This is an optimization exercise on Yosys and OpenROAD, whose aim is small area, not a production implementation.
Where RTL was checked, it was by simulation tests only, not by an equivalence proof against the original.
No functional check of the RTL was part of runs 1, 2, 4 and 5.
Power is estimated from default activity; no workload was simulated.

===== config.mk =====
export PLATFORM = sky130hd
export DESIGN_NAME = HR_estimator
export DESIGN_NICKNAME = HR_estimator
export VERILOG_FILES = /design/flow/design.v
export SDC_FILE = /design/flow/constraint.sdc
export NUM_CORES = 8
export LEC_CHECK = 0
export CAP_MARGIN = 20
export CORE_MARGIN = 2
export CORE_UTILIZATION = 75
export CTS_BUF_LIST = sky130_fd_sc_hd__clkbuf_8
export CTS_CLUSTER_DIAMETER = 50
export CTS_CLUSTER_SIZE = 20
export PLACE_DENSITY = 0.9
export SLEW_MARGIN = 20

===== constraint.sdc =====
create_clock -name core_clock -period 650.0 [get_ports {clk}]
set_input_delay 130.0000 -clock core_clock [delete_from_list [all_inputs] [get_ports {clk}]]
set_output_delay 130.0000 -clock core_clock [all_outputs]
set_load 0.01 [all_outputs]

===== design.v =====
module HR_estimator #(
        parameter CLK_FREQ = 200,
        parameter NUM_PEAKS = 4
)(
    input  wire        clk,
    input  wire        rst,
    input  wire        sample_en,
    input  signed [7:0] Xin,
    output wire [31:0] bpm
);
    wire [10:0] Y;
    wire [9:0]  mx;
    wire        pd, clr, idle;
    wire [13:0] q;
    hr_pre  u_pre  (.clk(clk), .rst(rst), .se(sample_en), .Xin(Xin), .clr(clr),
                    .idle(idle), .Y(Y));
    hr_peak u_peak (.clk(clk), .rst(rst), .se(sample_en), .Y(Y), .mx(mx), .pd(pd));
    hr_ring u_ring (.clk(clk), .rst(rst), .se(sample_en), .H(Y[10:1]), .mx(mx),
                    .idle(idle), .clr(clr));
    hr_rr   u_rr   (.clk(clk), .rst(rst), .se(sample_en), .pd(pd), .clr(clr), .q(q));
    assign bpm = {18'd0, q};
endmodule
module hr_pre (
    input  wire        clk,
    input  wire        rst,
    input  wire        se,
    input  signed [7:0] Xin,
    input  wire        clr,       
    input  wire        idle,      
    output reg  [10:0] Y
);
    reg signed [7:0] xp;
    reg  [4:0] act;
    wire [4:0] astep = {act[3:0], act[4] ^ act[2]};
    wire signed [8:0] dx = Xin - xp;
    wire flat = (dx <= 9'sd20) && (dx >= -9'sd20);
    wire sleep = (act == 5'd17);
    wire a16   = (act == 5'd24);
    wire pre = se & ~sleep;
    always @(posedge clk or posedge rst) begin
        if (rst) begin
            xp  <= 8'sd0;
            act <= 5'd1;
        end else if (se) begin
            xp <= Xin;
            if (sleep)      act <= flat ? 5'd17 : 5'd1;
            else if (a16)   act <= 5'd17;
            else            act <= flat ? astep : 5'd1;
        end
    end
    reg  [47:0] dr;       
    reg  [2:0] c6;
    reg  [2:0] st;        
    reg signed [10:0] acc;
    wire [7:0] dt = dr[47:40];
    wire       dins = (st == 3'd1) & (c6 == 3'd0);
    always @(posedge clk) begin
        dr <= {dr[39:0], clr ? 8'd0 : (dins ? xp : dt)};
        if (clr) c6 <= 3'd0;
        else if (!dins) c6 <= (c6 == 3'd5) ? 3'd0 : c6 + 3'd1;
    end
    wire        dbl = (st == 3'd2) | (st == 3'd4);
    wire        neg = (st == 3'd3) | (st == 3'd4);
    wire [10:0] opd = dbl ? {{2{dt[7]}}, dt, 1'b0} : {{3{dt[7]}}, dt};
    wire [10:0] sum = (dins ? 11'd0 : acc) + (neg ? ~opd : opd) + {10'd0, neg};
    always @(posedge clk)
        if (dins | (st == 3'd2) | (st == 3'd3) | (st == 3'd4)) acc <= sum;
    wire signed [7:0] dsh = acc[10:3];
    wire [6:0] rect = dsh[7] ? -dsh[6:0] : dsh[6:0];
    reg  [3:0] c2;
    reg  [111:0] w;       
    wire [6:0] wt = w[111:105];
    wire       wins = (st == 3'd5) & (c2 == 4'd0) & idle;
    always @(posedge clk) begin
        w <= {w[104:0], clr ? 7'd0 : (wins ? rect : wt)};
        if (clr) c2 <= 4'd0;
        else if (!wins) c2 <= c2 + 4'd1;
    end
    always @(posedge clk or posedge rst) begin
        if (rst) begin
            st <= 3'd0;
            Y  <= 11'd0;
        end else begin
            if (pre) st <= 3'd1;
            else if (dins | (st == 3'd2) | (st == 3'd3) | (st == 3'd4)) st <= st + 3'd1;
            else if (wins) st <= 3'd0;
            if (wins) Y <= Y + rect - wt;
        end
    end
endmodule
module hr_peak (
    input  wire        clk,
    input  wire        rst,
    input  wire        se,
    input  wire [10:0] Y,
    input  wire [9:0]  mx,        
    output reg         pd
);
    reg  [9:0] thr, mv;           
    reg  [5:0] ps;
    reg  [3:0] tcnt;
    wire slow = (ps == 6'd42);
    wire raw = {1'b0, Y} > ({2'b0, thr} + 12'd50);
    wire heavy = ~slow | (tcnt == 4'd7);
    always @(posedge clk or posedge rst) begin
        if (rst) begin
            thr <= 0; mv <= 0; pd <= 0; ps <= 6'd1; tcnt <= 0;
        end else if (se) begin
            pd <= raw;
            tcnt <= tcnt + 4'd1;
            if (ps == 6'd53)  ps <= 6'd42;      
            else if (raw)     ps <= 6'd1;
            else if (!slow)   ps <= {ps[4:0], ps[5] ^ ps[4]};
            if (heavy) begin
                thr <= mv;
                mv  <= mx;
            end
        end
    end
endmodule
module hr_ring (
    input  wire        clk,
    input  wire        rst,
    input  wire        se,
    input  wire [9:0]  H,
    output wire [9:0]  mx,
    output wire        idle,
    output reg         clr
);
    localparam NW = 197;                    
    reg  [4*NW-1:0] r;                      
    reg  [7:0] c;                           
    reg  [1:0] f;                           
    reg  [1:0] mode;                        
    reg        fs;                          
    reg  [9:0] V;                           
    reg  [8:0] z;                           
    reg  [2:0] oatr;                        
    wire [3:0] tap = r[4*NW-1:4*NW-4];
    wire       start = (mode == 2'd1) & (c == 8'd0);
    assign idle = (mode == 2'd0);
    reg  [9:0]  mxr;                        
    wire [9:0]  X  = mode[1] ? V : mxr;
    wire [10:0] Dx = {1'b0, X} - {1'b0, H};
    wire        lo = Dx[10] & mode[0];      
    wire [9:0]  v0 = lo ? H : X;
    wire [9:0]  Dv = lo ? 10'd0 : Dx[9:0];  
    wire [8:0]  z0 = start ? 9'd0 : z;
    wire        Dhi = |Dv[9:3];
    wire        zhi = (z0[8:3] == 6'b011111);    
    reg  [3:0] ow;
    reg  [1:0] m;
    reg  [2:0] o, zc;       
    reg  [2:0] oat;         
    reg        fsn, fnext, fhere;
    reg  [1:0] fl;
    integer k;
    wire [9:0] zn = {1'b0, z0} + {7'd0, zc};
    wire       zdone = zn[8] & (|zn[7:0] | zn[9]);    
    always @(*) begin
        ow = tap; o = 3'd0; zc = 3'd0; oat = 3'd0; fsn = start ? 1'b0 : fs;
        m = start ? 2'd2 : mode; fhere = 1'b0; fnext = 1'b0; fl = f;
        for (k = 0; k < 4; k = k + 1) begin
            if (!(start && k < f)) begin
                if (m == 2'd2) begin
                    if (!tap[k]) begin
                        zc = zc + 3'd1;
                        if (!fsn && !(start && k == f)) begin
                            fsn = 1'b1; oat = o; fhere = 1'b1; fl = k;
                        end
                    end else begin
                        o = o + 3'd1;
                    end
                    if ((!Dhi && Dv[2:0] == o) || (zhi && ({1'b0, z0[2:0]} + zc == 4'd8))) begin
                        m = 2'd3;
                        if (!fsn) begin
                            fsn = 1'b1; oat = o;
                            if (k == 3) begin fnext = 1'b1; fl = 2'd0; end
                            else begin fhere = 1'b1; fl = k + 1; end
                        end
                    end
                end else if (m == 2'd3) begin
                    if (Dhi || Dv[2:0] > o) begin
                        ow[k] = 1'b1; o = o + 3'd1;
                    end else begin
                        ow[k] = 1'b0; zc = zc + 3'd1;
                    end
                end
            end
        end
    end
    wire [1:0] mnext = (m == 2'd3 && zdone) ? 2'd0 : m;
    wire [9:0] vn = v0 - {7'd0, mode[1] | start ? o : oatr};
    assign mx = vn;                         
    wire busy = start | mode[1];
    always @(posedge clk) begin
        r <= {r[4*NW-5:0], clr ? 4'd0 : (busy ? ow : tap)};
        if (clr) f <= 2'd0;
        if (busy) begin
            V <= vn;
            z <= z0 + {6'd0, zc};
            fs <= fsn;
            f <= fl;
        end
    end
    always @(posedge clk or posedge rst) begin
        if (rst) begin
            clr <= 1'b1; c <= 8'd0; mode <= 2'd0; mxr <= 10'd0; oatr <= 3'd0;
        end else begin
            if (clr & (c == NW-1)) clr <= 1'b0;
            if (busy & fhere)      c <= 8'd1;
            else if (busy & fnext) c <= 8'd0;
            else                   c <= (c == NW-1) ? 8'd0 : c + 8'd1;
            if (busy) begin
                mode <= mnext;
                if (fhere | fnext) begin mxr <= v0; oatr <= oat; end
            end else if (se) begin
                mode <= 2'd1;
                mxr <= vn; oatr <= 3'd0;
            end
        end
    end
endmodule
module hr_rr (
    input  wire        clk,
    input  wire        rst,
    input  wire        se,
    input  wire        pd,
    input  wire        clr,
    output reg  [13:0] q
);
    reg  [18:0] tr, cr;
    reg  [4:0]  p;
    reg         ppd, done, pz, pend, act, cya, cyb, sh, run, dpend;
    reg  [1:0]  icnt, op;       
    reg  [3:0]  dc;
    wire rise = pd & ~ppd;
    wire go   = pend & (p == 5'd0);
    wire en   = go | act;
    wire p0   = (p == 5'd0);
    wire tb   = tr[18];
    wire cb   = cr[18];
    wire low  = ~p[4];                           
    wire [13:0] DIVIDEND = 14'd12000;
    wire tsub = (op == 2'd1);
    wire tadd = (op[0] & ~tsub) | tsub;          
    wire ta_b = cb ^ tsub;
    wire ta_c = p0 ? tsub : cya;
    wire tnew = tb ^ ta_b ^ ta_c;
    wire first = (dc == 4'd13);
    wire rold  = cb & ~first;
    wire dsub  = first | q[0];
    wire da    = p0 ? DIVIDEND[dc] : sh;
    wire db    = (low & tr[16]) ^ dsub;
    wire dcin  = p0 ? dsub : cyb;
    wire dsum  = da ^ db ^ dcin;
    wire icin  = p0 | cyb;
    wire cinc  = low & (cb ^ icin);
    always @(posedge clk) begin
        p <= (p == 5'd18 || clr) ? 5'd0 : p + 5'd1;
        tr <= {tr[17:0], clr ? 1'b0 : ((en & tadd) ? tnew : tb)};
        cr <= {cr[17:0], clr ? 1'b0 : (run ? dsum : (en ? cinc : cb))};
        cya <= (tb & ta_b) | (tb & ta_c) | (ta_b & ta_c);
        cyb <= run ? ((da & db) | (da & dcin) | (db & dcin)) : (cb & icin);
        sh  <= rold;
        if (run) begin
            if (p == 5'd18) dc <= dc - 4'd1;
        end else dc <= 4'd13;
    end
    always @(posedge clk or posedge rst) begin
        if (rst) begin
            ppd <= 0; done <= 0; pz <= 1'b1; icnt <= 0; pend <= 0; act <= 0;
            op <= 0; run <= 0; q <= 0; dpend <= 0;
        end else begin
            if (go) pend <= 1'b0;
            if (go) act <= 1'b1;
            else if (p == 5'd18) act <= 1'b0;
            if (se && !done) begin
                ppd  <= pd;
                pend <= 1'b1;
                op   <= !rise ? 2'd0 : pz ? 2'd1 : (icnt == 2'd3) ? 2'd3 : 2'd2;
                if (rise && !pz) begin
                    icnt <= icnt + 2'd1;
                    if (icnt == 2'd3) done <= 1'b1;
                end
            end
            if (en && op != 2'd0) begin
                if (op != 2'd3) begin
                    if (low) pz <= (p0 | pz) & ~cb;
                end else begin
                    if (p == 5'd2)                  pz <= tnew;
                    else if (p > 5'd2 && p < 5'd18) pz <= pz | tnew;
                    else if (p == 5'd18)            pz <= pz & ~tnew;
                end
            end
            if (done && se && icnt == 2'd0) begin
                icnt <= 2'd1;
                if (pz) dpend <= 1'b1;
            end
            if (dpend && p == 5'd18) begin
                dpend <= 1'b0;
                run <= 1'b1;
            end
            if (run && p == 5'd18) begin
                q <= {q[12:0], ~dsum};
                if (dc == 4'd0) run <= 1'b0;
            end
        end
    end
endmodule

===== flow/run.sh =====
#!/bin/bash
# The standard layout (standard.sh, which runs the ORFS flow unchanged),
# with two settings passed through the environment:
#  - the clock tree is built without dummy loads (CTS -dont_use_dummy_load);
#  - ports are buffered with the smallest buffer.
# Each tool's full output goes to standard_run.log in this folder.
set -euo pipefail
export CTS_ARGS="-sink_clustering_enable -repair_clock_nets -dont_use_dummy_load -sink_clustering_size 20 -sink_clustering_max_diameter 50 -buf_list sky130_fd_sc_hd__clkbuf_8"
export BUFFER_PORTS_ARGS="-buffer_cell sky130_fd_sc_hd__buf_1"
bash standard.sh > standard_run.log 2>&1

===== standard.sh =====
#!/bin/bash
# synth_recipe.tcl (not shown) runs the flow's synth.tcl, then flattens the netlist and writes it again
# the make line also repeats each setting of config.mk as NAME=value (left out here)
make -C /OpenROAD-flow-scripts/flow DESIGN_CONFIG=/design/flow/config.mk WORK_HOME=/design/flow/orfs CLKGATE_MAP_FILE= SYNTH_SCRIPT=/design/flow/synth_recipe.tcl "${@:-finish}"

==> reports/qor.csv, run 1 <==
stage;metric;value;unit
floorplan;Initial Util;75.6;%
run_status;outcome;finished clean;
clocking;clock root cell;clkbuf_8;
clocking;CTS Buf Count;72;
timing;Least-Margin Pin Slew;901;ps
detailed_routing;via count;16800;
synthesis;register area share after synthesis;73.4;%
timing;Worst Skew;70.6;ps
critical_path;startpoint types;primary input;
power_and_ir_drop;Pwr Density;5.23;nW/um^2
global_routing;pin count of the biggest net entering global routing;73;
clocking;Clock transition at path regs;120;ps
detailed_routing;DR DRC count;0;
global_routing;grt total ovfl;0;
job;total of max-cap violations;0;
power_and_ir_drop;power consumption;178;uW
timing;setup TNS;0;ps
detailed_routing;DR pass1 iterations;8;
synthesis;Synth warnings;4;
global_routing;global-route wire length before repair;90400;um
synthesis;main flop type after synthesis;dfxtp_1;
synthesis;post-synthesis register bit count;1145;
global_routing;vias in the first global route;17300;
finish;final core utilization;79.3;%
timing;minimum clock period;132450;ps
power_and_ir_drop;register share of total power;47.8;%
timing;PnR worst setup slack;517550;ps
power_and_ir_drop;Clock power frac;16.3;%
hold_path;Tightest Hold Check Type;flop to flop;
timing;worst hold slack;270;ps
finish;share of layout cells above drive strength 1;7.46;%
power_and_ir_drop;Combinational Power Share;35.8;%
timing;Final Max Slew Viols;0;
critical_path;arrival time at the worst endpoint;133030;ps
timing;Hold Violations, Final;0;
global_routing;initial antenna violation count;3;
place;RePlAce Congestion;0.896;
timing;Period Utilization, post-route;20.4;%
clocking;clk sinks;1145;
place;Cell Area, Placed;33000;um^2
floorplan;die width;212;um
finish;commonest cells after routing, fill and taps aside;dfxtp_1 (1,005), nand2_1 (137), nor2_1 (113), dfrtp_1 (103), ha_1 (101);
critical_path;Reg2Reg Depth;42;
clocking;worst skew pair latency;650;ps
timing;RSZ-0062 raised after global routing;false;
synthesis;Distinct cells, synth;94;
synthesis;cells after synthesis;2395;
floorplan;Ports;43;
finish;Post-Layout Cell Count;3039;
detailed_routing;WL/cell;18.4;um
floorplan;number of core rows;76;
synthesis;mapped cell area;32400;um^2
clocking;htree depth;3;
power_and_ir_drop;internal power;116;uW
finish;synth-to-layout area growth;4.97;%
finish;fin nets;2585;
finish;commonest non-fill, non-tap cell in the layout;dfxtp_1;
finish;Antenna Cells;0;
clocking;Hold Buf Count CTS;0;
timing;Final setup viols;0;
synthesis;Mean Syn Cell Area;13.5;um^2
critical_path;CP Capture Type;flop;
clocking;Max Root-Sink Buffers;3;
place;post-DP HPWL;37700;um
timing;Fmax achieved;7.55;MHz
detailed_routing;antenna-violating nets left;0;
detailed_routing;Via density;5.53;
detailed_routing;Routed WL;55800;um
place;placed cells;2967;
global_routing;gr usage total;25.7;%
power_and_ir_drop;Net Sw Frac;35.0;%
critical_path;Critical Path RT;650580;ps
critical_path;maximum fanout along the worst path;6;
synthesis;asr flop ratio synth;9.34;%
place;I/O Buffers;24;
clocking;setup repair bufs after CTS;0;
clocking;post_cts resized;0;
power_and_ir_drop;static leakage;14.2;nW
floorplan;Core ar.;42900;um^2
critical_path;Setup Crit Path Kind;primary input to flop;
finish;Fillers;2245;
power_and_ir_drop;Sw Pwr;62.3;uW
floorplan;die outline area;44900;um^2
timing;slew margin rel.;39.4;%
place;Place WS;516900;ps
hold_path;hold depth;0;
clocking;TritonCTS clock tree;yes;
floorplan;Die H;212;um
power_and_ir_drop;VDD IR-drop max;0.00000294;V
finish;design area;34000;um^2
detailed_routing;initial DRC count;1500;
synthesis;number of flops mapped to enable cells by yosys;33;
## metal layers
layer | track usage (%) | up-vias | part of all wire (%)
li1 | - | 8031 | -
met5 | 0 | - | 0.020
met3 | 4.94 | 150 | 6.0
met4 | 9.18 | 2 | 3.3
met2 | 41.4 | 583 | 47
met1 | 35.2 | 8025 | 44
## logic make-up after synthesis
logic type | share of synthesized area (%)
xor gates and xnor gates | 2.57
DFF | 73.4
muxes | 2.98
adders and majority gates | 4.95
other | 0.0116
AOI/OAI and AO/OA | 7.04
buffers and inverters | 2.22
and+or+nand+nor | 6.83
## path summary, 6_finish.rpt
check                                from       endpoint  slack [ps]
hold / removal               u_pre.dr[25]   u_pre.dr[33]         270
min in group asynchronous             rst     u_pre.Y[1]      129350
max in group asynchronous             rst    u_pre.xp[2]      519310
setup / recovery                   Xin[0]   u_pre.act[4]      517550
hold reg to reg              u_pre.dr[25]   u_pre.dr[33]         270
setup reg to reg           u_ring.mode[1]  u_ring.mxr[9]      638640
## Yosys cell counts, types with 14 or more instances
library cell / count / area, um^2
a211oi_1: 15 / 113
a21o_1: 25 / 188
a21oi_1: 84 / 420
and2_1: 15 / 93.8
and3_1: 14 / 87.6
buf_4: 20 / 150
clkbuf_1: 34 / 128
dfrtp_1: 103 / 2580
dfxtp_1: 1005 / 20100
edfxtp_1: 33 / 991
fa_1: 17 / 340
ha_1: 101 / 1260
inv_1: 96 / 360
mux2_2: 56 / 631
mux2i_1: 23 / 230
nand2_1: 137 / 514
nand2b_1: 27 / 169
nand3_1: 36 / 180
nor2_1: 113 / 424
nor2b_1: 23 / 144
nor3_1: 25 / 125
o21ai_0: 80 / 400
xnor2_1: 52 / 455
xor2_1: 43 / 377
## sequential cells by signal (all words and copies together) (netlist names), 11 cells and up, named ones only
| signal | flops |
|---|---|
| u_pre.acc | 11 |
| u_rr.q | 14 |
| u_pre.dr | 48 |
| u_pre.w | 112 |
| u_rr.cr | 19 |
| u_ring.r | 788 |
| u_pre.Y | 11 |
| u_rr.tr | 19 |
## critical path, cell delays in order
cell and delay, ps:
buf_1 90, inv_1 50, ha_1 230, fa_1 420, nor2b_1 110, o21ai_0 80, nand2b_1 120, a21o_1 130
a21o_1 140, xor2_1 210, nand2_1 70, or3_1 310, mux2i_1 390, mux2i_1 160, nor4b_1 300, a21oi_1 70
a21oi_1 150
## power groups by stage
stage | combinational (mW) | sequential, mW | clock, mW
after floorplan | 0.0474 | 0.0844 | 0
after global placement | 0.0569 | 0.0859 | 0
after detailed placement | 0.0618 | 0.0866 | 0
after CTS | 0.0626 | 0.0851 | 0.0296
after global routing | 0.0699 | 0.0859 | 0.0321
final | 0.0638 | 0.0851 | 0.0291
## layout make-up
| type | count | area (um^2) | share of cell area (%) |
|---|---|---|---|
| multi-input cells | 1106 | 7970 | 23.4 |
| inverters | 97 | 367 | 1.08 |
| well taps | 585 | 732 | 2.15 |
| flip-flops and latches | 1145 | 23800 | 69.9 |
| repair buffers | 34 | 166 | 0.489 |
| clock buffers | 72 | 991 | 2.91 |
==> inputs of run 2 (changes only) <==
--- a/config.mk
+++ b/config.mk
@@ -9,3 +9,3 @@
 export CORE_MARGIN = 2
-export CORE_UTILIZATION = 75
+export CORE_UTILIZATION = 68
 export CTS_BUF_LIST = sky130_fd_sc_hd__clkbuf_8
@@ -13,3 +13,3 @@
 export CTS_CLUSTER_SIZE = 20
-export PLACE_DENSITY = 0.9
+export PLACE_DENSITY = 0.82
 export SLEW_MARGIN = 20
==> run 2 against run 1 <==
Critical path type unchanged. Core utilization fell by 7.3 points. Via count fell by 3.2%. Largest power group unchanged. Synthesized cell count did not move. Critical path depth did not move.
==> reports/qor.csv, run 2 <==
stage;metric;value;unit;change
finish;synth-to-layout area growth;5.22;%;
place;RePlAce Congestion;0.892;;-0.45%
run_status;outcome;finished clean;;
timing;slew margin rel.;37.6;%;-1.8 points
critical_path;Setup Crit Path Kind;primary input to flop;;
clocking;setup repair bufs after CTS;0;;unchanged
synthesis;Synth top cells by count;dfxtp_1 (1,005), nand2_1 (137), nor2_1 (113);;
synthesis;Mean Syn Cell Area;13.5;um^2;unchanged
detailed_routing;Via density;5.29;;-4.2%
synthesis;Synth area leader;dfxtp_1;;
clocking;CTS Buf Count;77;;+6.9%
clocking;Hold Buf Count CTS;0;;unchanged
synthesis;most frequent cell after synthesis;dfxtp_1;;
synthesis;Synth warnings;4;;unchanged
finish;Antenna Cells;0;;unchanged
place;Place WS;516910;ps;+9.00 ps
floorplan;Initial Util;68.5;%;-7.1 points
critical_path;Critical Path RT;650540;ps;-40 ps
power_and_ir_drop;Pwr Density;5.15;nW/um^2;-1.6%
detailed_routing;Routed WL;50800;um;-9.0%
finish;design area;34100;um^2;+0.24%
clocking;Clock transition at path regs;100;ps;-20 ps
floorplan;Die H;222;um;+4.9%
synthesis;cells after synthesis;2395;;unchanged
finish;final core utilization;72.0;%;-7.3 points
global_routing;global-route wire length before repair;83600;um;-7.6%
synthesis;main flop type after synthesis;dfxtp_1;;
global_routing;initial antenna violation count;0;;-3
finish;commonest non-fill, non-tap cell in the layout;dfxtp_1;;
detailed_routing;via count;16300;;-3.2%
finish;share of layout cells above drive strength 1;7.49;%;+0.035 points
floorplan;number of core rows;80;;+5.3%
synthesis;post-synthesis register bit count;1145;;unchanged
global_routing;pin count of the biggest net entering global routing;87;;+19%
timing;minimum clock period;132470;ps;+20.0 ps
timing;Period Utilization, post-route;20.4;%;about the same
clocking;htree depth;3;;unchanged
synthesis;register area share after synthesis;73.4;%;unchanged
timing;Least-Margin Pin Slew;937;ps;+35.6 ps
critical_path;arrival time at the worst endpoint;133010;ps;-20 ps
hold_path;Tightest Hold Check Type;flop to flop;;
synthesis;Synth area leaders;dfxtp_1 (62%), dfrtp_1 (8.0%), ha_1 (3.9%), edfxtp_1 (3.1%), mux2_2 (1.9%);;
timing;RSZ-0062 raised after global routing;false;;
floorplan;Core ar.;47300;um^2;+10%
critical_path;maximum fanout along the worst path;6;;unchanged
clocking;post_cts resized;0;;unchanged
place;post-DP HPWL;32500;um;-14%
floorplan;Ports;43;;unchanged
global_routing;grt total ovfl;0;;unchanged
place;Cell Area, Placed;33000;um^2;about the same
clocking;clock root cell;clkbuf_8;;
timing;PnR worst setup slack;517530;ps;-20.0 ps
finish;Largest regs;u_ring.r (788), u_pre.w (112), u_pre.dr (48);;
critical_path;CP Capture Type;flop;;
synthesis;top-area cell type share of the netlist area;62.1;%;unchanged
synthesis;asr flop ratio synth;9.34;%;unchanged
place;I/O Buffers;24;;unchanged
global_routing;gr usage total;21.0;%;-4.7 points
timing;setup TNS;0;ps;unchanged
power_and_ir_drop;VDD IR-drop max;0.00000291;V;-1.1%
synthesis;Distinct cells, synth;94;;unchanged
timing;Fmax achieved;7.55;MHz;about the same
clocking;Max Root-Sink Buffers;3;;unchanged
finish;most flop-heavy register;u_ring.r;;
synthesis;mapped cell area;32400;um^2;unchanged
detailed_routing;DR DRC count;0;;unchanged
global_routing;vias in the first global route;16500;;-4.5%
timing;Final setup viols;0;;unchanged
power_and_ir_drop;power consumption;176;uW;-1.4%
floorplan;die outline area;49400;um^2;+10%
detailed_routing;DR pass1 iterations;5;;-3
clocking;worst skew pair latency;670;ps;+20 ps
clocking;clk sinks;1145;;unchanged
timing;Final Max Slew Viols;0;;unchanged
detailed_routing;WL/cell;16.5;um;-9.9%
clocking;TritonCTS clock tree;yes;;
power_and_ir_drop;static leakage;14.3;nW;+0.16%
timing;Hold Violations, Final;0;;unchanged
detailed_routing;initial DRC count;888;;-41%
finish;fin nets;2587;;+0.077%
synthesis;number of flops mapped to enable cells by yosys;33;;unchanged
job;total of max-cap violations;0;;unchanged
finish;commonest cells after routing, fill and taps aside;dfxtp_1 (1,005), nand2_1 (137), nor2_1 (113), dfrtp_1 (103), ha_1 (101);;
detailed_routing;antenna-violating nets left;0;;unchanged
finish;max FFs per register;788;;unchanged
critical_path;startpoint types;primary input;;
floorplan;die width;222;um;+4.9%
timing;Worst Skew;99.5;ps;+29.0 ps
run 2: cell counts after synthesis:
Identical to the previous run, type by type.
run 2: critical path, stage by stage:
cell and delay, ps:
buf_1 90, inv_1 60, ha_1 230, fa_1 420, nor2b_1 130, o21ai_0 90, nand2b_1 120, a21o_1 120
a21o_1 130, xor2_1 190, nand2_1 70, or3_1 310, mux2i_1 390, mux2i_1 140, nor4b_1 280, a21oi_1 70
a21oi_1 160
run 2: cells by family (layout without fill, tap and decap cells):
family / after synthesis / after routing / synth area share, %
buffers and inverters: 161 / 205 / 2.22
XOR/XNOR: 95 / 95 / 2.57
flip-flops: 1145 / 1145 / 73.4
AO/OA/AOI/OAI: 335 / 335 / 7.04
AND/OR/NAND/NOR: 454 / 454 / 6.83
other: 1 / 18 / 0.0116
multiplexers: 86 / 86 / 2.98
adder cells (fa/ha/maj): 118 / 118 / 4.95
run 2: report_power, final:
| group | internal, mW | switching (mW) |
|---|---|---|
| combinational | 0.0249 | 0.0358 |
| clock | 0.0107 | 0.0192 |
| sequential | 0.0804 | 0.00441 |
run 2: final cells by class:
cell class                      instances  area (um^2)
Sequential cell                      1145        23800
Fill cell                            3034        13200
Multi-Input combinational cell       1106         7970
Clock buffer                           77         1060
Tap cell                              615          769
Inverter                               97          367
Timing Repair Buffer                   31          148
run 2: path summary, 6_finish.rpt:
check	slack, ps	depth (start not counted)	endpoint	startpoint
max reg2reg	638310	42	u_ring.mxr[9]	u_ring.mode[1]
min in group asynchronous	129280	2	u_rr.q[3]	rst
max	517530	17	u_pre.act[4]	Xin[0]
min	250	0	u_ring.r[751]	u_ring.r[747]
min reg2reg	250	0	u_ring.r[751]	u_ring.r[747]
max in group asynchronous	519610	3	u_pre.xp[0]	rst
run 2: per-layer routing:
layer | share of wire (%) | GRT usage, %
met1 | 48 | 29.6
met2 | 45 | 32.9
met3 | 4.3 | 4.09
met4 | 2.5 | 7.11
met5 | 0 | 0
run 2: metrics by stage:
| step | std cells | hold slack (ps) |
|---|---|---|
| 4_1_cts | 3071 | 240 |
| 6_report | 3071 | 255 |
| 2_1_floorplan | 2412 | 310 |
| 5_1_grt | 3071 | 230 |
| 3_3_place_gp | 2994 | 310 |
| 3_5_place_dp | 2994 | 312 |
==> inputs of run 3 (changes only) <==
--- a/design.v
+++ b/design.v
@@ -129,3 +129,3 @@
 );
-    localparam NW = 197;                    
+    localparam NW = 198;                    
     reg  [4*NW-1:0] r;                      
--- a/config.mk
+++ b/config.mk
@@ -9,3 +9,3 @@
 export CORE_MARGIN = 2
-export CORE_UTILIZATION = 68
+export CORE_UTILIZATION = 45
 export CTS_BUF_LIST = sky130_fd_sc_hd__clkbuf_8
@@ -13,3 +13,3 @@
 export CTS_CLUSTER_SIZE = 20
-export PLACE_DENSITY = 0.82
+export PLACE_DENSITY = 0.6
 export SLEW_MARGIN = 20
==> run 3 against run 2 <==
Clock power increased by 9.0%. Global-route usage decreased by 7.3 points. Clock skew increased by 1.0 ps. First-iteration DRC count decreased by 24%. Synthesized cell count decreased by 1.4%. Worst hold slack got worse by 3.0 ps. Highest routed layer unchanged. Via count decreased by 2.1%. Non-clock buffer count unchanged.
==> reports/qor.csv, run 3 <==
stage;metric;value;unit;change
run_status;outcome;finished clean;;
global_routing;gr usage total;13.7;%;-7.3 points
synthesis;post-synthesis register bit count;1149;;+0.35%
timing;worst hold slack;252;ps;-2.99 ps
critical_path;CP Launch Point;Xin[0];;
floorplan;Die H;272;um;+22%
clocking;Hold Buf Count CTS;0;;unchanged
synthesis;post-synthesis simple-gate area fraction;6.17;%;-0.66 points
timing;Worst Skew;101;ps;+1.02 ps
power_and_ir_drop;static leakage;14.3;nW;+0.28%
power_and_ir_drop;VDD IR-drop max;0.00000303;V;+4.3%
synthesis;adder-cell share of the synthesized area;5.02;%;+0.067 points
timing;Least-Margin Pin Slew;1040;ps;+104 ps
clocking;Max Root-Sink Buffers;3;;unchanged
finish;commonest cells after routing, fill and taps aside;dfxtp_1 (1,009), nand2_1 (134), nor2_1 (105), dfrtp_1 (103), ha_1 (102);;
timing;minimum clock period;132000;ps;-474 ps
place;I/O Buffers;24;;unchanged
timing;Hold Violations, Final;0;;unchanged
synthesis;Synth area leaders;dfxtp_1 (63%), dfrtp_1 (8.0%), ha_1 (4.0%), edfxtp_1 (3.1%), mux2_2 (2.0%);;
clocking;post_cts resized;0;;unchanged
floorplan;die width;272;um;+22%
place;post-DP HPWL;31300;um;-3.8%
floorplan;Initial Util;45.2;%;-23 points
timing;setup TNS;0;ps;unchanged
synthesis;asr flop ratio synth;9.31;%;-0.033 points
synthesis;main flop type after synthesis;dfxtp_1;;
synthesis;number of flops mapped to enable cells by yosys;33;;unchanged
floorplan;number of core rows;98;;+23%
timing;Period Utilization, post-route;20.3;%;-0.073 points
synthesis;Synth area leader;dfxtp_1;;
floorplan;Core ar.;71200;um^2;+50%
global_routing;initial antenna violation count;2;;+2
synthesis;mapped cell area;32200;um^2;-0.56%
clocking;setup repair bufs after CTS;0;;unchanged
finish;most flop-heavy register;u_ring.r;;
global_routing;pin count of the biggest net entering global routing;60;;-31%
timing;Fmax achieved;7.58;MHz;+0.36%
floorplan;Ports;43;;unchanged
detailed_routing;Via density;4.70;;-11%
critical_path;Critical Path RT;650600;ps;+60 ps
detailed_routing;initial DRC count;679;;-24%
finish;design area;34600;um^2;+1.4%
clocking;clk sinks;1149;;+0.35%
clocking;CTS Buf Count;93;;+21%
clocking;clock root cell;clkbuf_8;;
global_routing;grt total ovfl;0;;unchanged
synthesis;register area share after synthesis;74.1;%;+0.66 points
critical_path;CP Capture Type;flop;;
finish;max FFs per register;792;;+0.51%
power_and_ir_drop;Pwr Density;4.54;nW/um^2;-12%
finish;commonest non-fill, non-tap cell in the layout;dfxtp_1;;
place;RePlAce Congestion;0.839;;-5.9%
synthesis;xor and xnor area share after synthesis;2.77;%;+0.20 points
critical_path;reg-to-reg startpoint;u_ring.mode[1];;
job;total of max-cap violations;0;;unchanged
timing;Final Max Slew Viols;0;;unchanged
synthesis;Synth top cells by count;dfxtp_1 (1,009), nand2_1 (134), nor2_1 (106);;
detailed_routing;DR DRC count;0;;unchanged
synthesis;most frequent cell after synthesis;dfxtp_1;;
finish;Fillers;6142;;+100%
place;Cell Area, Placed;33300;um^2;+0.74%
clocking;TritonCTS clock tree;yes;;
timing;Final setup viols;0;;unchanged
detailed_routing;DR pass1 iterations;5;;unchanged
synthesis;post-synthesis compound-gate area fraction;6.57;%;-0.46 points
place;Place WS;517320;ps;+416 ps
synthesis;cells after synthesis;2362;;-1.4%
critical_path;arrival time at the worst endpoint;132590;ps;-420 ps
timing;PnR worst setup slack;518000;ps;+474 ps
synthesis;largest family of logic cells by synthesized area;compound AO/OA/AOI/OAI gates;;
detailed_routing;WL/cell;14.5;um;-12%
finish;share of layout cells above drive strength 1;7.96;%;+0.47 points
synthesis;Synth warnings;4;;unchanged
synthesis;top-area cell type share of the netlist area;62.7;%;+0.60 points
finish;area of the multi-input gates;7690;um^2;-3.5%
detailed_routing;via count;15900;;-2.1%
detailed_routing;Routed WL;49200;um;-3.1%
clocking;Clock transition at path regs;100;ps;about the same
finish;Largest regs;u_ring.r (792), u_pre.w (112), u_pre.dr (48);;
floorplan;die outline area;73800;um^2;+49%
finish;fin nets;2569;;-0.70%
detailed_routing;antenna-violating nets left;0;;unchanged
synthesis;multiplexer share of the synthesized area;3.11;%;+0.13 points
timing;slew margin rel.;30.6;%;-6.9 points
global_routing;vias in the first global route;16200;;-1.8%
critical_path;maximum fanout along the worst path;5;;-1
hold_path;Hold Startpoint;u_ring.r[773];;
global_routing;global-route wire length before repair;83400;um;-0.27%
hold_path;Tightest Hold Check Type;flop to flop;;
synthesis;Mean Syn Cell Area;13.6;um^2;+0.83%
clocking;htree depth;3;;unchanged
critical_path;startpoint types;primary input;;
timing;RSZ-0062 raised after global routing;false;;
synthesis;Distinct cells, synth;87;;-7.4%
finish;synth-to-layout area growth;7.25;%;
clocking;worst skew pair latency;700;ps;+30 ps
finish;FF+latch area;23900;um^2;+0.34%
critical_path;Setup Crit Path Kind;primary input to flop;;
## run 3: cell count changes in the layout (fill, tap and decap cells not counted), moves of 7 or more
cell	delta
clkbuf_8	+16
xnor2_1	+13
nor2_1	-8
nor2b_1	-8
a21oi_1	-7
## run 3: cell families (layout without fill, tap and decap cells)
kind of cell / after synthesis / count (layout)
AOI/OAI and AO/OA: 316 / 316
xor gates and xnor gates: 102 / 102
adders and majority gates: 119 / 119
buffers and inverters: 169 / 227
DFF: 1149 / 1149
muxes: 89 / 89
other: 1 / 19
and+or+nand+nor: 417 / 417
## run 3: critical path, cell delays in order
cell      delay [ps]
buf_1             90
inv_1             50
ha_1             220
fa_1             420
nor2b_1          130
o21ai_0           90
nand2b_1         130
a21o_1           130
a21o_1           140
a211oi_1          80
mux2_2           290
o31a_1           340
nand2b_1         190
o21ai_0           80
a21oi_1           80
a21oi_1          150
## run 3: power breakdown
group	total, mW	leakage, nW	internal [mW]	switching, mW
sequential	0.0825	9.82	0.0790	0.00351
clock	0.0326	0.669	0.0128	0.0199
combinational	0.0420	3.80	0.0177	0.0243
## run 3: through the flow
stage,std cells,power (mW),util [%]
after floorplan,2379,0.116,-
after global placement,3294,0.125,46.7
after detailed placement,3294,0.126,46.7
after CTS,3387,0.159,48.5
after global routing,3388,0.167,48.5
final,3388,0.157,48.5
## run 3: per-layer routing
layer	global-route usage (%)	up-vias	part of all wire, %
met1	19.2	7645	51
met5	0	-	0
met3	2.83	94	3.7
met4	4.96	0	2.7
met2	21.0	240	43
li1	-	7933	-
## run 3: cell type report
type	instances	area share, %
timing repair buffer	31	0.416
multi-input combinational	1061	22.2
clock buffer	93	3.70
inverter	103	1.13
tap	950	3.44
antenna	1	0.00724
sequential	1149	69.1
## run 3: final timing paths
path                                  end  slack [ps]  cells after the start
max                          u_pre.act[4]      518000                     16
min                         u_ring.r[777]         250                      0
max reg2reg                u_ring.mode[0]      638830                     42
min reg2reg                 u_ring.r[777]         250                      0
max in group asynchronous   u_ring.mxr[1]      519340                      3
min in group asynchronous    u_pre.act[3]      129430                      2
==> inputs of run 4 (changes only) <==
--- a/design.v
+++ b/design.v
@@ -129,3 +129,3 @@
 );
-    localparam NW = 198;                    
+    localparam NW = 197;                    
     reg  [4*NW-1:0] r;                      
--- a/flow/run.sh
+++ b/flow/run.sh
@@ -7,3 +7,3 @@
 set -euo pipefail
-export CTS_ARGS="-sink_clustering_enable -repair_clock_nets -dont_use_dummy_load -sink_clustering_size 20 -sink_clustering_max_diameter 50 -buf_list sky130_fd_sc_hd__clkbuf_8"
+export CTS_ARGS="-sink_clustering_enable -repair_clock_nets -dont_use_dummy_load -sink_clustering_size 18 -sink_clustering_max_diameter 45 -buf_list sky130_fd_sc_hd__clkbuf_8"
 export BUFFER_PORTS_ARGS="-buffer_cell sky130_fd_sc_hd__buf_1"
--- a/config.mk
+++ b/config.mk
@@ -9,7 +9,7 @@
 export CORE_MARGIN = 2
-export CORE_UTILIZATION = 45
+export CORE_UTILIZATION = 75
 export CTS_BUF_LIST = sky130_fd_sc_hd__clkbuf_8
-export CTS_CLUSTER_DIAMETER = 50
-export CTS_CLUSTER_SIZE = 20
-export PLACE_DENSITY = 0.6
+export CTS_CLUSTER_DIAMETER = 45
+export CTS_CLUSTER_SIZE = 18
+export PLACE_DENSITY = 0.9
 export SLEW_MARGIN = 20
==> run 4 against run 3 <==
Via count up 9.4%. Synthesized cell count rose by 1.4%. Fmax down 0.34%. Non-clock buffer count increased by 3. Synthesized area grew 0.57%. Still clean. Worst hold slack gained 16 ps. Routed wire length up 26%. Clock skew decreased by 27 ps. Worst setup slack got worse by 450 ps. Design area down 1.1%.
==> reports/qor.csv, run 4 <==
stage;metric;value;unit;change
power_and_ir_drop;static leakage;14.3;nW;+0.11%
synthesis;Mean Syn Cell Area;13.5;um^2;-0.82%
power_and_ir_drop;Pwr Density;5.35;nW/um^2;+18%
synthesis;Synth top cells by count;dfxtp_1 (1,005), nand2_1 (137), nor2_1 (113);;
place;I/O Buffers;24;;unchanged
finish;most flop-heavy register;u_ring.r;;
synthesis;Distinct cells, synth;94;;+8.0%
synthesis;Synth warnings;4;;unchanged
finish;max FFs per register;788;;-0.51%
place;post-DP HPWL;37700;um;+21%
critical_path;Critical Path RT;650580;ps;-20 ps
synthesis;mapped cell area;32400;um^2;+0.57%
floorplan;Initial Util;75.6;%;+30 points
hold_path;Tightest Hold Check Type;flop to flop;;
finish;commonest cells after routing, fill and taps aside;dfxtp_1 (1,005), nand2_1 (137), nor2_1 (113), dfrtp_1 (103), ha_1 (101);;
critical_path;arrival time at the worst endpoint;133030;ps;+440 ps
finish;fin nets;2596;;+1.1%
synthesis;main flop type after synthesis;dfxtp_1;;
critical_path;reg-to-reg startpoint;u_ring.mode[1];;
critical_path;maximum fanout along the worst path;6;;+1
clocking;setup repair bufs after CTS;0;;unchanged
critical_path;Setup Crit Path Kind;primary input to flop;;
finish;share of layout cells above drive strength 1;7.87;%;-0.090 points
critical_path;slowest cell delay on critical path;420;ps;about the same
hold_path;hold depth;0;;unchanged
detailed_routing;DR pass1 iterations;6;;+1
hold_path;hold worst-path end;u_ring.r[773];;
floorplan;Core ar.;42900;um^2;-40%
detailed_routing;initial DRC count;1755;;+160%
timing;Least-Margin Pin Slew;1010;ps;-32.3 ps
synthesis;top-area cell type share of the netlist area;62.1;%;-0.60 points
clocking;htree depth;3;;unchanged
timing;minimum clock period;132450;ps;+452 ps
critical_path;Worst R2R Setup Slack;638510;ps;-320 ps
timing;Final Max Slew Viols;0;;unchanged
timing;slew margin rel.;32.2;%;+1.5 points
global_routing;initial antenna violation count;1;;-1
synthesis;most frequent cell after synthesis;dfxtp_1;;
timing;Period Utilization, post-route;20.4;%;+0.070 points
finish;Fillers;2175;;-65%
timing;worst hold slack;268;ps;+15.9 ps
floorplan;Ports;43;;unchanged
clocking;worst skew pair latency;680;ps;-20 ps
run_status;outcome;finished clean;;
clocking;post_cts resized;0;;unchanged
synthesis;Synth area leader;dfxtp_1;;
timing;Worst Skew;74.0;ps;-26.5 ps
hold_path;Hold Startpoint;u_ring.r[769];;
job;total of max-cap violations;0;;unchanged
detailed_routing;WL/cell;20.3;um;+39%
finish;synth-to-layout area growth;5.44;%;
critical_path;Reg2Reg Depth;42;;unchanged
synthesis;asr flop ratio synth;9.34;%;+0.033 points
detailed_routing;DR DRC count;0;;unchanged
floorplan;number of core rows;76;;-22%
synthesis;Synth area leaders;dfxtp_1 (62%), dfrtp_1 (8.0%), ha_1 (3.9%), edfxtp_1 (3.1%), mux2_2 (1.9%);;
critical_path;CP Capture Type;flop;;
clocking;clk sinks;1145;;-0.35%
critical_path;slowest CP cell;fa_1;;
synthesis;number of flops mapped to enable cells by yosys;33;;unchanged
critical_path;Crit path max-delay family;simple AND/OR/NAND/NOR gates;;
synthesis;register area share after synthesis;73.4;%;-0.66 points
global_routing;vias in the first global route;18300;;+12%
timing;Fmax achieved;7.55;MHz;-0.34%
global_routing;gr usage total;28.5;%;+15 points
timing;Hold Violations, Final;0;;unchanged
global_routing;global-route wire length before repair;98700;um;+18%
clocking;Max Root-Sink Buffers;3;;unchanged
place;RePlAce Congestion;0.896;;+6.7%
critical_path;startpoint types;primary input;;
timing;setup TNS;0;ps;unchanged
timing;Final setup viols;0;;unchanged
floorplan;die width;212;um;-22%
detailed_routing;Via density;5.71;;+21%
finish;commonest non-fill, non-tap cell in the layout;dfxtp_1;;
critical_path;worst path cell trace;buf_1 > inv_1 > ha_1 > fa_1 > nor2b_1 > o21ai_0 > nand2b_1 > a21o_1 > a21o_1 > xor2_1 > nand2_1 > or3_1 > mux2i_1 > mux2i_1 > nor4b_1 > a21oi_1 > a21oi_1;;
detailed_routing;Routed WL;61800;um;+26%
global_routing;grt total ovfl;0;;unchanged
synthesis;post-synthesis register bit count;1145;;-0.35%
synthesis;cells after synthesis;2395;;+1.4%
power_and_ir_drop;VDD IR-drop max;0.00000341;V;+12%
timing;RSZ-0062 raised after global routing;false;;
finish;Largest regs;u_ring.r (788), u_pre.w (112), u_pre.dr (48);;
clocking;Hold Buf Count CTS;0;;unchanged
floorplan;die outline area;44900;um^2;-39%
clocking;clock root cell;clkbuf_8;;
critical_path;Worst R2R End;u_ring.mxr[9];;
detailed_routing;via count;17400;;+9.4%
global_routing;pin count of the biggest net entering global routing;73;;+22%
critical_path;Crit path buffers/inverters;2;;unchanged
clocking;CTS Buf Count;83;;-11%
clocking;Clock transition at path regs;110;ps;about the same
detailed_routing;antenna-violating nets left;0;;unchanged
clocking;TritonCTS clock tree;yes;;
floorplan;Die H;212;um;-22%
[run 4: power by group]
group / leakage [nW] / internal [mW] / switching, mW / total, mW
clock: 0.597 / 0.0115 / 0.0202 / 0.0317
combinational: 3.91 / 0.0253 / 0.0405 / 0.0657
sequential: 9.81 / 0.0805 / 0.00488 / 0.0853
[run 4: worst max path at each step]
stage,start,endpoint,slack [ps],depth (start not counted)
CTS,Xin[0],u_pre.act[4],517610,17
global placement,Xin[0],u_pre.act[4],517120,17
detailed placement,Xin[0],u_pre.act[4],516900,17
finish,Xin[0],u_pre.act[4],517550,17
global route,Xin[0],u_pre.act[4],517270,17
floorplan,rst,u_peak.mv[0],517190,1
[run 4: final cells by class]
| class | instances | area (um^2) | share of cell area (%) |
|---|---|---|---|
| flip-flops and latches | 1145 | 23800 | 69.6 |
| multi-input cells | 1106 | 7970 | 23.3 |
| well taps | 585 | 732 | 2.14 |
| inverters | 97 | 367 | 1.07 |
| diodes | 1 | 2.50 | 0.00732 |
| clock buffers | 83 | 1140 | 3.34 |
| repair buffers | 34 | 166 | 0.487 |
[run 4: layer usage]
metal	global-route usage, %	vias to the layer above	part of all wire [%]	wire (um)
met2	46.9	728	48	29700
li1	-	8059	-	-
met1	37.0	8401	41	25600
met4	12.8	2	4.1	2540
met5	0	-	0.089	55
met3	5.25	220	6.4	3960
[run 4: through the flow]
| stage | worst slack [ps] | cells | power, mW | util (%) | cell area, um^2 |
|---|---|---|---|---|---|
| after global placement | 517120 | 2967 | 0.143 | 77.0 | 33000 |
| after CTS | 517610 | 3050 | 0.181 | 79.7 | 34200 |
| final | 517550 | 3051 | 0.183 | 79.7 | 34200 |
| after global routing | 517270 | 3050 | 0.192 | 79.7 | 34200 |
| after floorplan | 517190 | 2412 | 0.132 | - | 32500 |
| after detailed placement | 516900 | 2967 | 0.148 | 77.0 | 33000 |
[run 4: cells by family after synthesis]
| group | Yosys count | synth area share (%) |
|---|---|---|
| other cells | 1 | 0.0116 |
| fa+ha+maj | 118 | 4.95 |
| xor+xnor | 95 | 2.57 |
| mux | 86 | 2.98 |
| compound gates | 335 | 7.04 |
| flops | 1145 | 73.4 |
| simple gates | 454 | 6.83 |
| buf+inv | 161 | 2.22 |
==> inputs of run 5 (changes only) <==
--- a/design.v
+++ b/design.v
@@ -134,3 +134,2 @@
     reg  [1:0] mode;                        
-    reg        fs;                          
     reg  [9:0] V;                           
@@ -159,8 +158,9 @@
     wire       zdone = zn[8] & (|zn[7:0] | zn[9]);    
+    reg        wr;                          
     always @(*) begin
-        ow = tap; o = 3'd0; zc = 3'd0; oat = 3'd0; fsn = start ? 1'b0 : fs;
-        m = start ? 2'd2 : mode; fhere = 1'b0; fnext = 1'b0; fl = f;
+        ow = tap; o = 3'd0; zc = 3'd0; oat = 3'd0; fsn = ~start & (|z[8:1]);    
+        wr = ~start & mode[0]; fhere = 1'b0; fnext = 1'b0; fl = f;
         for (k = 0; k < 4; k = k + 1) begin
             if (!(start && k < f)) begin
-                if (m == 2'd2) begin
+                if (!wr) begin
                     if (!tap[k]) begin
@@ -174,3 +174,3 @@
                     if ((!Dhi && Dv[2:0] == o) || (zhi && ({1'b0, z0[2:0]} + zc == 4'd8))) begin
-                        m = 2'd3;
+                        wr = 1'b1;
                         if (!fsn) begin
@@ -181,3 +181,3 @@
                     end
-                end else if (m == 2'd3) begin
+                end else begin
                     if (Dhi || Dv[2:0] > o) begin
@@ -190,2 +190,3 @@
         end
+        m = {1'b1, wr};
     end
@@ -201,3 +202,2 @@
             z <= z0 + {6'd0, zc};
-            fs <= fsn;
             f <= fl;
--- a/flow/run.sh
+++ b/flow/run.sh
@@ -7,3 +7,3 @@
 set -euo pipefail
-export CTS_ARGS="-sink_clustering_enable -repair_clock_nets -dont_use_dummy_load -sink_clustering_size 18 -sink_clustering_max_diameter 45 -buf_list sky130_fd_sc_hd__clkbuf_8"
+export CTS_ARGS="-sink_clustering_enable -repair_clock_nets -dont_use_dummy_load -sink_clustering_size 20 -sink_clustering_max_diameter 50 -buf_list sky130_fd_sc_hd__clkbuf_8"
 export BUFFER_PORTS_ARGS="-buffer_cell sky130_fd_sc_hd__buf_1"
--- a/config.mk
+++ b/config.mk
@@ -9,7 +9,7 @@
 export CORE_MARGIN = 2
-export CORE_UTILIZATION = 75
+export CORE_UTILIZATION = 60
 export CTS_BUF_LIST = sky130_fd_sc_hd__clkbuf_8
-export CTS_CLUSTER_DIAMETER = 45
-export CTS_CLUSTER_SIZE = 18
-export PLACE_DENSITY = 0.9
+export CTS_CLUSTER_DIAMETER = 50
+export CTS_CLUSTER_SIZE = 20
+export PLACE_DENSITY = 0.75
 export SLEW_MARGIN = 20
==> run 5 against run 4 <==
Still clean. Synthesized cell count decreased by 0.79%. Global-route usage is 10 points lower. Sequential cell count down 1. Combinational power decreased by 81%. Critical path type unchanged. Largest cell class unchanged.
==> reports/qor.csv, run 5 <==
stage;metric;value;unit;change
synthesis;Synth warnings;4;;unchanged
global_routing;gr usage total;18.1;%;-10 points
timing;Least-Margin Pin Slew;968;ps;-40.3 ps
floorplan;Initial Util;60.9;%;-15 points
clocking;clk sinks;1144;;-0.087%
power_and_ir_drop;Combinational Power Share;10.9;%;-25 points
synthesis;mapped cell area;32100;um^2;-0.83%
synthesis;number of flops mapped to enable cells by yosys;32;;-3.0%
finish;FF+latch area;23800;um^2;-0.13%
clocking;Clock transition at path regs;100;ps;about the same
timing;setup TNS;0;ps;unchanged
finish;synth-to-layout area growth;5.65;%;
global_routing;global-route wire length before repair;82200;um;-17%
detailed_routing;Routed WL;48900;um;-21%
clocking;Hold Buf Count CTS;0;;unchanged
synthesis;Mean Syn Cell Area;13.5;um^2;about the same
finish;commonest non-fill, non-tap cell in the layout;dfxtp_1;;
finish;most flop-heavy register;u_ring.r;;
critical_path;CP Capture Type;flop;;
place;I/O Buffers;24;;unchanged
timing;Fmax achieved;7.56;MHz;+0.17%
timing;Final Max Slew Viols;0;;unchanged
critical_path;slowest cell delay on critical path;410;ps;about the same
floorplan;Ports;43;;unchanged
detailed_routing;initial DRC count;810;;-54%
global_routing;pin count of the biggest net entering global routing;77;;+5.5%
clocking;htree depth;3;;unchanged
power_and_ir_drop;Net Sw Frac;23.4;%;-12 points
timing;Hold Violations, Final;0;;unchanged
synthesis;most frequent cell after synthesis;dfxtp_1;;
run_status;outcome;finished clean;;
critical_path;maximum fanout along the worst path;5;;-1
detailed_routing;via count;16000;;-8.1%
timing;Worst Skew;98.1;ps;+24.1 ps
synthesis;main flop type after synthesis;dfxtp_1;;
clocking;worst skew pair latency;700;ps;+20 ps
clocking;CTS Buf Count;79;;-4.8%
clocking;TritonCTS clock tree;yes;;
place;RePlAce Congestion;0.878;;-2.0%
job;total of max-cap violations;0;;unchanged
finish;Largest regs;u_ring.r (788), u_pre.w (112), u_pre.dr (48);;
clocking;Max Root-Sink Buffers;3;;unchanged
power_and_ir_drop;VDD IR-drop max;0.00000200;V;-41%
hold_path;Tightest Hold Check Type;flop to flop;;
synthesis;Synth top cells by count;dfxtp_1 (1,005), nand2_1 (129), nor2_1 (118);;
finish;max FFs per register;788;;unchanged
critical_path;slowest CP cell;fa_1;;
clocking;setup repair bufs after CTS;0;;unchanged
finish;Fillers;3914;;+80%
finish;area of the multi-input gates;7650;um^2;-4.0%
power_and_ir_drop;Sw Pwr;27.4;uW;-58%
synthesis;Distinct cells, synth;82;;-13%
critical_path;startpoint types;primary input;;
detailed_routing;DR DRC count;0;;unchanged
critical_path;arrival time at the worst endpoint;132780;ps;-250 ps
finish;share of layout cells above drive strength 1;6.67;%;-1.2 points
timing;Period Utilization, post-route;20.3;%;-0.035 points
power_and_ir_drop;Pwr Density;3.45;nW/um^2;-35%
detailed_routing;DR pass1 iterations;5;;-1
floorplan;die outline area;55400;um^2;+23%
detailed_routing;Via density;5.11;;-10%
synthesis;cells after synthesis;2376;;-0.79%
power_and_ir_drop;internal power;89.7;uW;-23%
timing;slew margin rel.;35.5;%;+3.3 points
timing;Final setup viols;0;;unchanged
floorplan;Die H;235;um;+11%
power_and_ir_drop;static leakage;14.5;nW;+1.4%
critical_path;Critical Path RT;650560;ps;-20 ps
synthesis;register area share after synthesis;73.9;%;+0.52 points
critical_path;Crit path buffers/inverters;2;;unchanged
synthesis;Synth area leader;dfxtp_1;;
global_routing;initial antenna violation count;1;;unchanged
clocking;post_cts resized;0;;unchanged
power_and_ir_drop;register share of total power;63.5;%;+17 points
global_routing;grt total ovfl;0;;unchanged
critical_path;Crit path max-delay family;compound AO/OA/AOI/OAI gates;;
timing;RSZ-0062 raised after global routing;false;;
detailed_routing;WL/cell;15.6;um;-23%
power_and_ir_drop;Clock power frac;25.6;%;+8.3 points
finish;commonest cells after routing, fill and taps aside;dfxtp_1 (1,005), nand2_1 (129), nor2_1 (118), inv_1 (104), dfrtp_1 (103);;
finish;fin nets;2575;;-0.81%
detailed_routing;antenna-violating nets left;0;;unchanged
place;post-DP HPWL;31700;um;-16%
critical_path;worst path cell trace;buf_1 > inv_1 > ha_1 > fa_1 > nor2b_1 > o21ai_0 > nand2b_1 > a21o_1 > a21o_1 > nand2_1 > a31oi_1 > and4_1 > mux2_2 > nand2_1 > a21boi_0 > nor4b_1 > a21oi_1 > a21oi_1;;
clocking;clock root cell;clkbuf_8;;
global_routing;vias in the first global route;16300;;-11%
power_and_ir_drop;power consumption;117;uW;-36%
synthesis;Synth area leaders;dfxtp_1 (63%), dfrtp_1 (8.0%), ha_1 (4.0%), edfxtp_1 (3.0%), mux2_2 (1.6%);;
timing;minimum clock period;132220;ps;-226 ps
floorplan;die width;235;um;+11%
floorplan;Core ar.;52800;um^2;+23%
synthesis;top-area cell type share of the netlist area;62.6;%;+0.52 points
synthesis;asr flop ratio synth;9.35;%;about the same
floorplan;number of core rows;84;;+11%
synthesis;post-synthesis register bit count;1144;;-0.087%
critical_path;Setup Crit Path Kind;primary input to flop;;
==> run 5: changes by cell type after synthesis, moves of 6 or more <==
cell / change
a221o_1: +9
inv_1: +9
mux2_2: -9
nand2_1: -8
nand2b_1: -8
nor2b_1: -8
xnor2_1: +8
a21oi_1: +7
mux2_4: -7
nor4_1: +7
or3_1: -7
mux2i_1: +6
==> run 5: cell families after synthesis <==
group | count (synthesis) | share of synthesized area, %
AO/OA/AOI/OAI | 336 | 6.91
XOR/XNOR | 101 | 2.79
adder cells (fa/ha/maj) | 120 | 5.06
buffers and inverters | 173 | 2.47
flip-flops | 1144 | 73.9
multiplexers | 76 | 2.55
other | 1 | 0.0117
AND/OR/NAND/NOR | 425 | 6.28
==> run 5: worst register-to-register path: cells and delay by family, from the launching register on <==
kind,cells,cell delay [ps]
XOR/XNOR,2,500
flip-flops,1,790
AO/OA/AOI/OAI,16,4640
AND/OR/NAND/NOR,10,3050
multiplexers,1,370
adder cells (fa/ha/maj),7,2020
buffers and inverters,4,440
==> run 5: layout make-up <==
cell class                      instances  area share [%]
Antenna cell                            1         0.00737
Clock buffer                           79            3.20
Inverter                              106            1.18
Multi-Input combinational cell       1076            22.5
Sequential cell                      1144            70.0
Tap cell                              688            2.53
Timing Repair Buffer                   38           0.571
==> run 5: through the flow <==
step | util [%] | cell area (um^2) | cells | hold WS, ps | setup WS (ps)
CTS | 64.3 | 34000 | 3130 | 241 | 517840
floorplan | - | 32200 | 2393 | 310 | 517190
detailed placement | 62.3 | 32900 | 3051 | 312 | 517160
global placement | 62.3 | 32900 | 3051 | 310 | 517320
global route | 64.4 | 34000 | 3132 | 235 | 517420
finish | 64.4 | 34000 | 3132 | 263 | 517780
==> run 5: final timing paths <==
path / cells after the start / start / slack, ps / endpoint
max: 18 / Xin[0] / 517780 / u_pre.act[4]
min: 0 / u_ring.r[112] / 260 / u_ring.r[116]
max reg2reg: 40 / u_ring.mode[1] / 638140 / u_ring.mxr[8]
min reg2reg: 0 / u_ring.r[112] / 260 / u_ring.r[116]
max in group asynchronous: 3 / rst / 519290 / u_rr.q[1]
min in group asynchronous: 2 / rst / 129350 / u_ring.mxr[3]
==> run 5: power by group through the flow <==
stage	registers (mW)	logic (mW)	clock network (mW)
floorplan	0.0756	0.0101	0
global placement	0.0759	0.0120	0
detailed placement	0.0760	0.0127	0
CTS	0.0745	0.0128	0.0312
global route	0.0747	0.0146	0.0336
finish	0.0744	0.0128	0.0300
==> run 5: metal layers <==
metal	GRT usage, %	vias up	wire (um)
li1	-	7962	-
met1	25.4	7645	23700
met2	28.3	299	21700
met3	3.39	102	2050
met4	6.47	0	1440
met5	0	-	0
==> inputs of run 6 (changes only) <==
--- a/design.v
+++ b/design.v
@@ -134,2 +134,3 @@
     reg  [1:0] mode;                        
+    reg        fs;                          
     reg  [9:0] V;                           
@@ -160,3 +161,3 @@
     always @(*) begin
-        ow = tap; o = 3'd0; zc = 3'd0; oat = 3'd0; fsn = ~start & (|z[8:1]);    
+        ow = tap; o = 3'd0; zc = 3'd0; oat = 3'd0; fsn = start ? 1'b0 : fs;
         wr = ~start & mode[0]; fhere = 1'b0; fnext = 1'b0; fl = f;
@@ -202,2 +203,3 @@
             z <= z0 + {6'd0, zc};
+            fs <= fsn;
             f <= fl;
==> run 6 against run 5 <==
Non-clock buffer count shrank 5. Clock power is essentially flat. Sequential cell count grew 1. Power is essentially flat. Critical path type unchanged. Critical endpoint unchanged. Largest power group unchanged.
==> reports/qor.csv, run 6 <==
stage;metric;value;unit;change
run_status;outcome;finished clean;;
hold_path;hold depth;0;;unchanged
critical_path;maximum fanout along the worst path;6;;+1
synthesis;top-area cell type share of the netlist area;62.8;%;+0.18 points
clocking;Hold Buf Count CTS;0;;unchanged
synthesis;register area share after synthesis;74.2;%;+0.31 points
synthesis;Synth warnings;4;;unchanged
detailed_routing;Via density;5.02;;-1.7%
clocking;clock root cell;clkbuf_8;;
clocking;clk sinks;1145;;+0.087%
floorplan;die width;235;um;-0.14%
hold_path;Tightest Hold Check Type;flop to flop;;
power_and_ir_drop;VDD IR-drop max;0.00000210;V;+5.2%
global_routing;vias in the first global route;15600;;-3.9%
critical_path;Setup Crit Path Kind;primary input to flop;;
timing;Final setup viols;0;;unchanged
floorplan;Ports;43;;unchanged
clocking;worst skew pair latency;680;ps;-20 ps
global_routing;global-route wire length before repair;78900;um;-4.1%
finish;Fillers;3748;;-4.2%
power_and_ir_drop;Pwr Density;3.46;nW/um^2;+0.23%
timing;Worst Skew;83.5;ps;-14.6 ps
finish;commonest cells after routing, fill and taps aside;dfxtp_1 (1,005), nand2_1 (124), dfrtp_1 (103), ha_1 (101), inv_1 (93);;
clocking;post_cts resized;0;;unchanged
power_and_ir_drop;static leakage;14.4;nW;-0.94%
critical_path;CP Capture Type;flop;;
synthesis;Distinct cells, synth;86;;+4.9%
finish;most flop-heavy register;u_ring.r;;
finish;Largest regs;u_ring.r (788), u_pre.w (112), u_pre.dr (48);;
global_routing;pin count of the biggest net entering global routing;57;;-26%
floorplan;Die H;235;um;-0.14%
floorplan;Core ar.;52700;um^2;-0.20%
clocking;htree depth;3;;unchanged
global_routing;grt total ovfl;0;;unchanged
timing;minimum clock period;132500;ps;+277 ps
finish;fin nets;2520;;-2.1%
synthesis;Mean Syn Cell Area;13.8;um^2;+1.9%
finish;share of layout cells above drive strength 1;7.53;%;+0.86 points
job;total of max-cap violations;0;;unchanged
timing;Period Utilization, post-route;20.4;%;+0.043 points
timing;Final Max Slew Viols;0;;unchanged
critical_path;Critical Path RT;650550;ps;about the same
timing;Fmax achieved;7.55;MHz;-0.21%
synthesis;Synth area leader;dfxtp_1;;
floorplan;number of core rows;84;;unchanged
detailed_routing;via count;15500;;-3.5%
clocking;setup repair bufs after CTS;0;;unchanged
floorplan;die outline area;55300;um^2;-0.28%
detailed_routing;antenna-violating nets left;0;;unchanged
clocking;CTS Buf Count;79;;unchanged
timing;Hold Violations, Final;0;;unchanged
timing;Least-Margin Pin Slew;996;ps;+28.2 ps
detailed_routing;initial DRC count;847;;+4.6%
place;post-DP HPWL;30300;um;-4.4%
finish;synth-to-layout area growth;5.79;%;
detailed_routing;DR pass1 iterations;7;;+2
synthesis;cells after synthesis;2325;;-2.1%
synthesis;most frequent cell after synthesis;dfxtp_1;;
critical_path;startpoint types;primary input;;
critical_path;arrival time at the worst endpoint;133050;ps;+270 ps
floorplan;Initial Util;60.9;%;about the same
global_routing;initial antenna violation count;0;;-1
place;I/O Buffers;24;;unchanged
timing;setup TNS;0;ps;unchanged
timing;slew margin rel.;33.6;%;-1.9 points
detailed_routing;WL/cell;15.3;um;-2.3%
synthesis;number of flops mapped to enable cells by yosys;33;;+3.1%
timing;RSZ-0062 raised after global routing;false;;
global_routing;gr usage total;17.3;%;-0.79 points
synthesis;asr flop ratio synth;9.34;%;about the same
finish;commonest non-fill, non-tap cell in the layout;dfxtp_1;;
clocking;Clock transition at path regs;100;ps;about the same
synthesis;mapped cell area;32000;um^2;-0.29%
finish;max FFs per register;788;;unchanged
clocking;TritonCTS clock tree;yes;;
timing;worst hold slack;259;ps;-3.37 ps
place;RePlAce Congestion;0.847;;-3.5%
synthesis;post-synthesis register bit count;1145;;+0.087%
synthesis;Synth top cells by count;dfxtp_1 (1,005), nand2_1 (124), dfrtp_1 (103);;
finish;Antenna Cells;0;;-1
synthesis;main flop type after synthesis;dfxtp_1;;
detailed_routing;DR DRC count;0;;unchanged
clocking;Max Root-Sink Buffers;3;;unchanged
detailed_routing;Routed WL;46900;um;-4.0%
critical_path;Reg2Reg Depth;43;;+7.5%
synthesis;Synth area leaders;dfxtp_1 (63%), dfrtp_1 (8.0%), ha_1 (3.9%), edfxtp_1 (3.1%), mux2_2 (1.9%);;
==> run 6: cell count changes in the layout (fill, tap and decap cells not counted), sizes merged, moves of 5 or more <==
| cell | before | now |
|---|---|---|
| nor2 | 119 | 86 |
| mux2 | 47 | 65 |
| a21oi | 93 | 81 |
| inv | 105 | 94 |
| and2 | 12 | 20 |
| a211oi | 22 | 15 |
| a221o | 9 | 2 |
| mux2i | 29 | 22 |
| nor4 | 15 | 9 |
| a2bb2oi | 5 | 0 |
| nand2 | 129 | 124 |
| or3 | 4 | 9 |
==> run 6: cells by family (layout without fill, tap and decap cells) <==
group                    count (synthesis)  in the layout  share of synthesized area, %
other                                    1             18                        0.0117
AND/OR/NAND/NOR                        395            395                          5.98
adder cells (fa/ha/maj)                119            119                          5.04
AO/OA/AOI/OAI                          313            313                          6.63
multiplexers                            87             87                          3.08
XOR/XNOR                               104            104                          2.84
flip-flops                            1145           1145                          74.2
buffers and inverters                  161            208                          2.18
==> run 6: per-stage QoR <==
stage | power, mW | worst slack [ps] | area [um^2] | instances | utilization (%)
after floorplan | 0.0859 | 517140 | 32100 | 2342 | -
after global placement | 0.0878 | 516730 | 32800 | 2998 | 62.3
after detailed placement | 0.0885 | 516570 | 32800 | 2998 | 62.3
after CTS | 0.118 | 517240 | 33900 | 3077 | 64.4
after global routing | 0.123 | 517240 | 33900 | 3077 | 64.4
final | 0.117 | 517500 | 33900 | 3077 | 64.4
==> run 6: path summary, 6_finish.rpt <==
path                                start            end  slack [ps]
hold reg to reg               u_ring.r[0]    u_ring.r[4]         260
setup reg to reg           u_ring.mode[1]  u_ring.mxr[9]      638290
max in group asynchronous             rst    u_pre.st[0]      519360
setup / recovery                   Xin[0]   u_pre.act[4]      517500
hold / removal                u_ring.r[0]    u_ring.r[4]         260
min in group asynchronous             rst      u_rr.q[3]      129410
==> run 6: critical path: stages <==
cell	delay [ps]
buf_1	80
inv_1	50
ha_1	180
fa_1	220
nor2b_1	50
o21ai_0	140
nand2b_1	100
a21o_1	180
a21o_1	190
a2111oi_0	410
a21oi_1	130
o41ai_2	660
mux2i_1	160
nor4b_1	260
a21oi_1	60
a21oi_1	170
==> run 6: report_power, final <==
group	switching (mW)	internal [mW]	leakage, nW	total [mW]
sequential	0.00123	0.0734	9.86	0.0746
combinational	0.00689	0.00557	3.94	0.0125
clock	0.0193	0.0109	0.568	0.0302
==> run 6: metal layers <==
layer | vias up | routed length (um) | global-route usage [%]
met4 | 0 | 1500 | 6.14
met2 | 230 | 20400 | 26.5
met3 | 102 | 1670 | 3.53
li1 | 7805 | - | -
met1 | 7316 | 23400 | 24.7
met5 | - | 0 | 0
==> run 6: final cells by class <==
class                   instances  area (um^2)  share of cell area [%]
multi-input cells            1036         7640                    22.5
well taps                     688          861                    2.54
repair buffers                 33          159                   0.469
flip-flops and latches       1145        23800                    70.2
inverters                      96          363                    1.07
clock buffers                  79         1090                    3.21

## afterwards: timing with drivers on the ports
Ports are ideal in the flow. The routed layouts listed here were re-timed in OpenROAD.
Step 1 assumes that a clkbuf_16 drives the clock port and a buf_2 every other input.
Step 2 moves the port delays by t, midway between the first and last clock arrival at a register: inputs arrive t later, outputs are due t later. That takes back most of the time a late clock gives input paths.
Slacks: ideal / step 1 / step 2; pairs: ideal / step 1.
run	t, ns	setup slack, ns	hold slack, ns	clock arrival spread, ns	worst data-port slew with drivers (ns)
run 1	0.684	517.550 / 517.577 / 516.893	0.270 / 0.270 / 0.270	0.094 / 0.094	0.03
run 2	0.686	517.530 / 517.562 / 516.876	0.255 / 0.255 / 0.255	0.123 / 0.123	0.04
run 3	0.720	518.004 / 518.045 / 517.326	0.252 / 0.252 / 0.252	0.117 / 0.117	0.03
run 4	0.691	517.552 / 517.576 / 516.885	0.268 / 0.268 / 0.268	0.078 / 0.078	0.03
run 5	0.706	517.778 / 517.812 / 517.106	0.263 / 0.263 / 0.263	0.106 / 0.106	0.03
run 6	0.699	517.501 / 517.527 / 516.828	0.259 / 0.259 / 0.259	0.090 / 0.091	0.07
After both steps every run listed still meets setup and hold. The setup slack of run 3, which loses most, moves by +0.041 ns with the drivers and by -0.678 ns with both steps.
